Source: an optimization exercise on an open RTL-to-GDS flow (aim: small area and a short achievable clock period). Production flows keep margins and buffers that such runs may drop.
The RTL was checked by simulation tests, not by an equivalence proof against the original design.
Power and IR drop assume default switching activity.

Setup of v31:
==> module CompareAndShift32Bit, before the edit <==
module CompareAndShift32Bit (
    input  [30:0] a,
    input  [30:0] b,
    input         sub,
    output        a_ge_b,
    output [7:0]  exp_x,
    output [22:0] frac_x,
    output [23:0] man_x,
    output [23:0] al_man_y
);
    wire [7:0] ea = a[30:23];
    wire [7:0] eb = b[30:23];
    wire [7:0] ep = ~(ea ^ eb);
    wire [7:0] eg = ea & ~eb;
    reg  [7:0] EG, EP;
    integer l, j;
    always @(*) begin
        EG = eg;
        EP = ep;
        for (l = 0; l < 3; l = l + 1)
            for (j = 0; j < 8; j = j + 1)
                if (((j >> l) & 1) == 1) begin
                    EG[j] = EG[j] | (EP[j] & EG[((j >> l) << l) - 1]);
                    EP[j] = EP[j] & EP[((j >> l) << l) - 1];
                end
    end
    wire exp_gt = EG[7];
    wire exp_eq = EP[7];
    reg [22:0] gg, tt;
    integer s, i;
    always @(*) begin
        gg = a[22:0] & ~b[22:0];
        tt = a[22:0] | ~b[22:0];
        for (s = 1; s < 23; s = s * 2)
            for (i = 2*s - 1; i < 23; i = i + 2*s) begin
                gg[i] = gg[i] | (tt[i] & gg[i-s]);
                tt[i] = tt[i] & tt[i-s];
            end
        gg[22] = gg[22] | (tt[22] & (gg[21] | (tt[21] & (gg[19] | (tt[19] & gg[15])))));
        tt[22] = tt[22] & tt[21] & tt[19] & tt[15];
    end
    wire frac_ge = gg[22] | tt[22];
    assign a_ge_b = exp_gt | (exp_eq & frac_ge);
    assign exp_x  = a_ge_b ? ea : eb;
    assign frac_x = a_ge_b ? a[22:0] : b[22:0];
    assign man_x  = {exp_x != 8'd0, frac_x};
    wire [7:0]  shift = ep ^ (exp_gt ? {EG[6:0] | EP[6:0], 1'b1} : ~{EG[6:0], 1'b0});
    wire [22:0] frac_y = a_ge_b ? b[22:0] : a[22:0];
    wire        hid_y  = a_ge_b ? (eb != 8'd0) : (ea != 8'd0);
    wire [23:0] man_y  = {hid_y, frac_y} ^ {24{sub}};
    wire [15:0] f = {16{sub}};
    wire [23:0] s0 = shift[0] ? {f[0],    man_y[23:1]} : man_y;
    wire [23:0] s1 = shift[1] ? {f[1:0],  s0[23:2]}    : s0;
    wire [23:0] s2 = shift[2] ? {f[3:0],  s1[23:4]}    : s1;
    wire [23:0] s3 = shift[3] ? {f[7:0],  s2[23:8]}    : s2;
    wire [23:0] s4 = shift[4] ? {f[15:0], s3[23:16]}   : s3;
    assign al_man_y = (shift[7:5] != 3'd0) ? {24{sub}} : s4;
endmodule
==> module Addition32Bit, before the edit <==
module Addition32Bit (
    input         sub,
    input  [23:0] x,
    input  [23:0] y,
    output [24:0] res
);
    wire [23:0] p = x ^ y;
    wire [23:0] g = x & y;
    reg  [23:0] G, P;
    integer s, i;
    always @(*) begin
        G = {g[23:1], g[0] | (p[0] & sub)};
        P = p;
        for (s = 1; s < 24; s = s * 2)
            for (i = 2*s - 1; i < 24; i = i + 2*s) begin
                G[i] = G[i] | (P[i] & G[i-s]);
                P[i] = P[i] & P[i-s];
            end
        for (s = 8; s >= 1; s = s / 2)
            for (i = 3*s - 1; i < 24; i = i + 2*s) begin
                G[i] = G[i] | (P[i] & G[i-s]);
                P[i] = P[i] & P[i-s];
            end
    end
    assign res[23:0] = p ^ {G[22:0], sub};
    assign res[24]   = G[23] & ~sub;
endmodule
==> module adder_32bit, before the edit <==
module adder_32bit(
    input clk,
    input rst,
    input [31:0] i_a,
    input [31:0] i_b,
    input i_vld,
    output [31:0] o_res,
    output reg o_res_vld,
    output overflow
);
wire sign_a = i_a[31];
wire sign_b = i_b[31];
wire        a_ge_b;
wire [7:0]  exp_x;
wire [22:0] frac_x;
wire [23:0] man_x, al_man_y;
wire [24:0] res;
CompareAndShift32Bit u_CompareAndShift32Bit (
    .a(i_a[30:0]),
    .b(i_b[30:0]),
    .sub(sign_a ^ sign_b),
    .a_ge_b(a_ge_b),
    .exp_x(exp_x),
    .frac_x(frac_x),
    .man_x(man_x),
    .al_man_y(al_man_y)
);
Addition32Bit u_Addition32Bit (
    .sub(sign_a ^ sign_b),
    .x(man_x),
    .y(al_man_y),
    .res(res)
);
wire exp_a_max = &i_a[30:23];
wire exp_b_max = &i_b[30:23];
wire special   = exp_a_max | exp_b_max;
wire nan_res   = (|frac_x) | (exp_a_max & exp_b_max & (sign_a ^ sign_b));
wire x_zero    = (exp_x == 8'd0) & (frac_x == 23'd0);
wire sign_res  = a_ge_b ? (sign_a & ~x_zero) : sign_b;
reg [24:0] r_res;
reg [7:0]  r_exp;
reg        r_sign, r_nan;
always @(posedge clk or posedge rst) begin
    if (rst) begin
        r_res <= 25'b0;
        r_exp <= 8'b0;
        r_sign <= 1'b0;
        r_nan <= 1'b0;
        o_res_vld <= 1'b0;
    end else begin
        r_res <= res;
        r_exp <= exp_x;
        r_sign <= sign_res & ~(special & nan_res);
        r_nan <= special & nan_res;
        o_res_vld <= i_vld;
    end
end
wire        r_special = &r_exp;
wire [22:0] man_res;
wire [7:0]  exp_res;
wire        operation_overflow;
Normalization32Bit u_Normalization32Bit (
    .res(r_res),
    .exp_base(r_exp),
    .man_res(man_res),
    .exp_res(exp_res),
    .overflow(operation_overflow)
);
assign o_res[31]    = r_sign;
assign o_res[30:23] = exp_res | {8{r_special}};
assign o_res[22]    = r_special ? r_nan : man_res[22];
assign o_res[21:0]  = man_res[21:0] & {22{~r_special}};
assign overflow     = r_special | operation_overflow;
endmodule
Settings: LEC_CHECK=0, ABC_AREA=1, CAP_MARGIN=20, CORE_MARGIN=2, CORE_UTILIZATION=40, CTS_BUF_LIST=sky130_fd_sc_hd__clkbuf_4 sky130_fd_sc_hd__clkbuf_8, SLEW_MARGIN=20; clock period 40.0 ns.
standard.sh (not shown) runs the stock make flow with config.mk's settings and CLKGATE_MAP_FILE= SYNTH_SCRIPT=/design/flow/synth_recipe.tcl, a recipe that flattens the netlist after the stock synthesis.
==> flow/flow/run.sh <==
#!/bin/bash
# The standard ORFS layout with two changes:
#  - plain buf_1 cells as the port buffers,
#  - timing repair aimed at setup slack >= 26 ns.
set -euo pipefail
bash standard.sh BUFFER_PORTS_ARGS="-buffer_cell sky130_fd_sc_hd__buf_1" \
    SETUP_SLACK_MARGIN=26 finish > make_finish.log 2>&1
Changes in v12 relative to v31:
==> flow/design.v, changed modules only <==
module CompareAndShift32Bit (
    input  [30:0] a,
    input  [30:0] b,
    output        a_ge_b,
    output [7:0]  exp_x,
    output [22:0] frac_x,
    output [23:0] man_x,
    output [23:0] al_man_y
);
    wire [7:0] ea = a[30:23];
    wire [7:0] eb = b[30:23];
    wire [7:0] ep = ~(ea ^ eb);
    wire [7:0] eg = ea & ~eb;
    reg  [7:0] EG, EP;
    integer l, j;
    always @(*) begin
        EG = eg;
        EP = ep;
        for (l = 0; l < 3; l = l + 1)
            for (j = 0; j < 8; j = j + 1)
                if (((j >> l) & 1) == 1) begin
                    EG[j] = EG[j] | (EP[j] & EG[((j >> l) << l) - 1]);
                    EP[j] = EP[j] & EP[((j >> l) << l) - 1];
                end
    end
    wire exp_gt = EG[7];
    wire exp_eq = EP[7];
    reg [22:0] gg, tt;
    integer s, i;
    always @(*) begin
        gg = a[22:0] & ~b[22:0];
        tt = a[22:0] | ~b[22:0];
        for (s = 1; s < 23; s = s * 2)
            for (i = 2*s - 1; i < 23; i = i + 2*s) begin
                gg[i] = gg[i] | (tt[i] & gg[i-s]);
                tt[i] = tt[i] & tt[i-s];
            end
        gg[22] = gg[22] | (tt[22] & (gg[21] | (tt[21] & (gg[19] | (tt[19] & gg[15])))));
        tt[22] = tt[22] & tt[21] & tt[19] & tt[15];
    end
    wire frac_ge = gg[22] | tt[22];
    assign a_ge_b = exp_gt | (exp_eq & frac_ge);
    assign exp_x  = a_ge_b ? ea : eb;
    assign frac_x = a_ge_b ? a[22:0] : b[22:0];
    assign man_x  = {exp_x != 8'd0, frac_x};
    wire [7:0]  shift = ep ^ (exp_gt ? {EG[6:0] | EP[6:0], 1'b1} : ~{EG[6:0], 1'b0});
    wire [22:0] frac_y = a_ge_b ? b[22:0] : a[22:0];
    wire        hid_y  = a_ge_b ? (eb != 8'd0) : (ea != 8'd0);
    wire [23:0] man_y  = {hid_y, frac_y};
    wire [23:0] s0 = shift[0] ? {1'b0,  man_y[23:1]} : man_y;
    wire [23:0] s1 = shift[1] ? {2'b0,  s0[23:2]}    : s0;
    wire [23:0] s2 = shift[2] ? {4'b0,  s1[23:4]}    : s1;
    wire [23:0] s3 = shift[3] ? {8'b0,  s2[23:8]}    : s2;
    wire [23:0] s4 = shift[4] ? {16'b0, s3[23:16]}   : s3;
    assign al_man_y = (shift[7:5] != 3'd0) ? 24'd0 : s4;
endmodule
module Addition32Bit (
    input         sub,
    input  [23:0] x,
    input  [23:0] y,
    output [24:0] res
);
    wire [23:0] xs = x ^ {24{sub}};
    wire [23:0] p  = xs ^ y;
    wire [23:0] g  = (x & {24{~sub}} & y) | (x & {24{sub}} & ~y);
    reg  [23:0] G, P;
    integer s, i;
    always @(*) begin
        G = {g[23:1], g[0] | (p[0] & sub)};
        P = p;
        for (s = 1; s < 24; s = s * 2)
            for (i = 2*s - 1; i < 24; i = i + 2*s) begin
                G[i] = G[i] | (P[i] & G[i-s]);
                P[i] = P[i] & P[i-s];
            end
        for (s = 8; s >= 1; s = s / 2)
            for (i = 3*s - 1; i < 24; i = i + 2*s) begin
                G[i] = G[i] | (P[i] & G[i-s]);
                P[i] = P[i] & P[i-s];
            end
    end
    assign res[23:0] = p ^ {G[22:0], sub};
    assign res[24]   = G[23] & ~sub;
endmodule
module adder_32bit(
    input clk,
    input rst,
    input [31:0] i_a,
    input [31:0] i_b,
    input i_vld,
    output [31:0] o_res,
    output reg o_res_vld,
    output overflow
);
wire sign_a = i_a[31];
wire sign_b = i_b[31];
wire        a_ge_b;
wire [7:0]  exp_x;
wire [22:0] frac_x;
wire [23:0] man_x, al_man_y;
wire [24:0] res;
CompareAndShift32Bit u_CompareAndShift32Bit (
    .a(i_a[30:0]),
    .b(i_b[30:0]),
    .a_ge_b(a_ge_b),
    .exp_x(exp_x),
    .frac_x(frac_x),
    .man_x(man_x),
    .al_man_y(al_man_y)
);
Addition32Bit u_Addition32Bit (
    .sub(sign_a ^ sign_b),
    .x(man_x),
    .y(al_man_y),
    .res(res)
);
wire exp_a_max = &i_a[30:23];
wire exp_b_max = &i_b[30:23];
wire special   = exp_a_max | exp_b_max;
wire nan_res   = (|frac_x) | (exp_a_max & exp_b_max & (sign_a ^ sign_b));
wire x_zero    = (exp_x == 8'd0) & (frac_x == 23'd0);
wire sign_res  = a_ge_b ? (sign_a & ~x_zero) : sign_b;
reg [24:0] r_res;
reg [7:0]  r_exp;
reg        r_sign, r_nan;
always @(posedge clk or posedge rst) begin
    if (rst) begin
        r_res <= 25'b0;
        r_exp <= 8'b0;
        r_sign <= 1'b0;
        r_nan <= 1'b0;
        o_res_vld <= 1'b0;
    end else begin
        r_res <= res;
        r_exp <= exp_x;
        r_sign <= sign_res & ~(special & nan_res);
        r_nan <= special & nan_res;
        o_res_vld <= i_vld;
    end
end
wire        r_special = &r_exp;
wire [22:0] man_res;
wire [7:0]  exp_res;
wire        operation_overflow;
Normalization32Bit u_Normalization32Bit (
    .res(r_res),
    .exp_base(r_exp),
    .man_res(man_res),
    .exp_res(exp_res),
    .overflow(operation_overflow)
);
assign o_res[31]    = r_sign;
assign o_res[30:23] = exp_res | {8{r_special}};
assign o_res[22]    = r_special ? r_nan : man_res[22];
assign o_res[21:0]  = man_res[21:0] & {22{~r_special}};
assign overflow     = r_special | operation_overflow;
endmodule
Results
- sky130_fd_sc_hd__fa_1 as the standard cell with the maximum stage delay on the critical path was reported by v31, and sky130_fd_sc_hd__ha_2 by v12.
- Die area on v12 is up relative to v31.
- Highest cell delay on the worst timing path was lower in v31 than in v12.
- Both conditions hold for v12: the flow ran to the end and the final layout passed the timing, DRC and antenna checks.
- Diff v31 -> v12: width of the chip higher; sequential share of cell area shrank by 0.29 points; ratio of total power to cell area now smaller.

re-timing with driven ports:
The flow's constraints put no driver on any port. The routed layouts listed below were extracted and timed again, unchanged, in two steps.
Step 1: set_driving_cell puts a clkbuf_16 on clk and a buf_2 on each other input, an assumption about the parent block.
Step 2, shift: input delay + t, output delay - t, t = (earliest + latest rising clock arrival at the registers) / 2. This alone moves slack from input paths to output paths.
Slacks: ideal / step 1 / step 2; pairs: ideal / step 1.
| run | t (ns) | setup slack, ns | hold slack, ns | worst setup path after step 2 | cell pins on the clock port's net |
|---|---|---|---|---|---|
| v31 | 0.309 | 26.287 / 26.292 / 25.983 | 7.765 / 7.755 / 8.064 | input to register | 1 |
| v12 | 0.308 | 26.988 / 26.999 / 26.690 | 7.549 / 7.546 / 7.854 | input to register | 1 |
After both steps every run listed still meets setup and hold. The setup slack of v31, which loses most, moves by +0.005 ns with the drivers and by -0.304 ns with both steps.
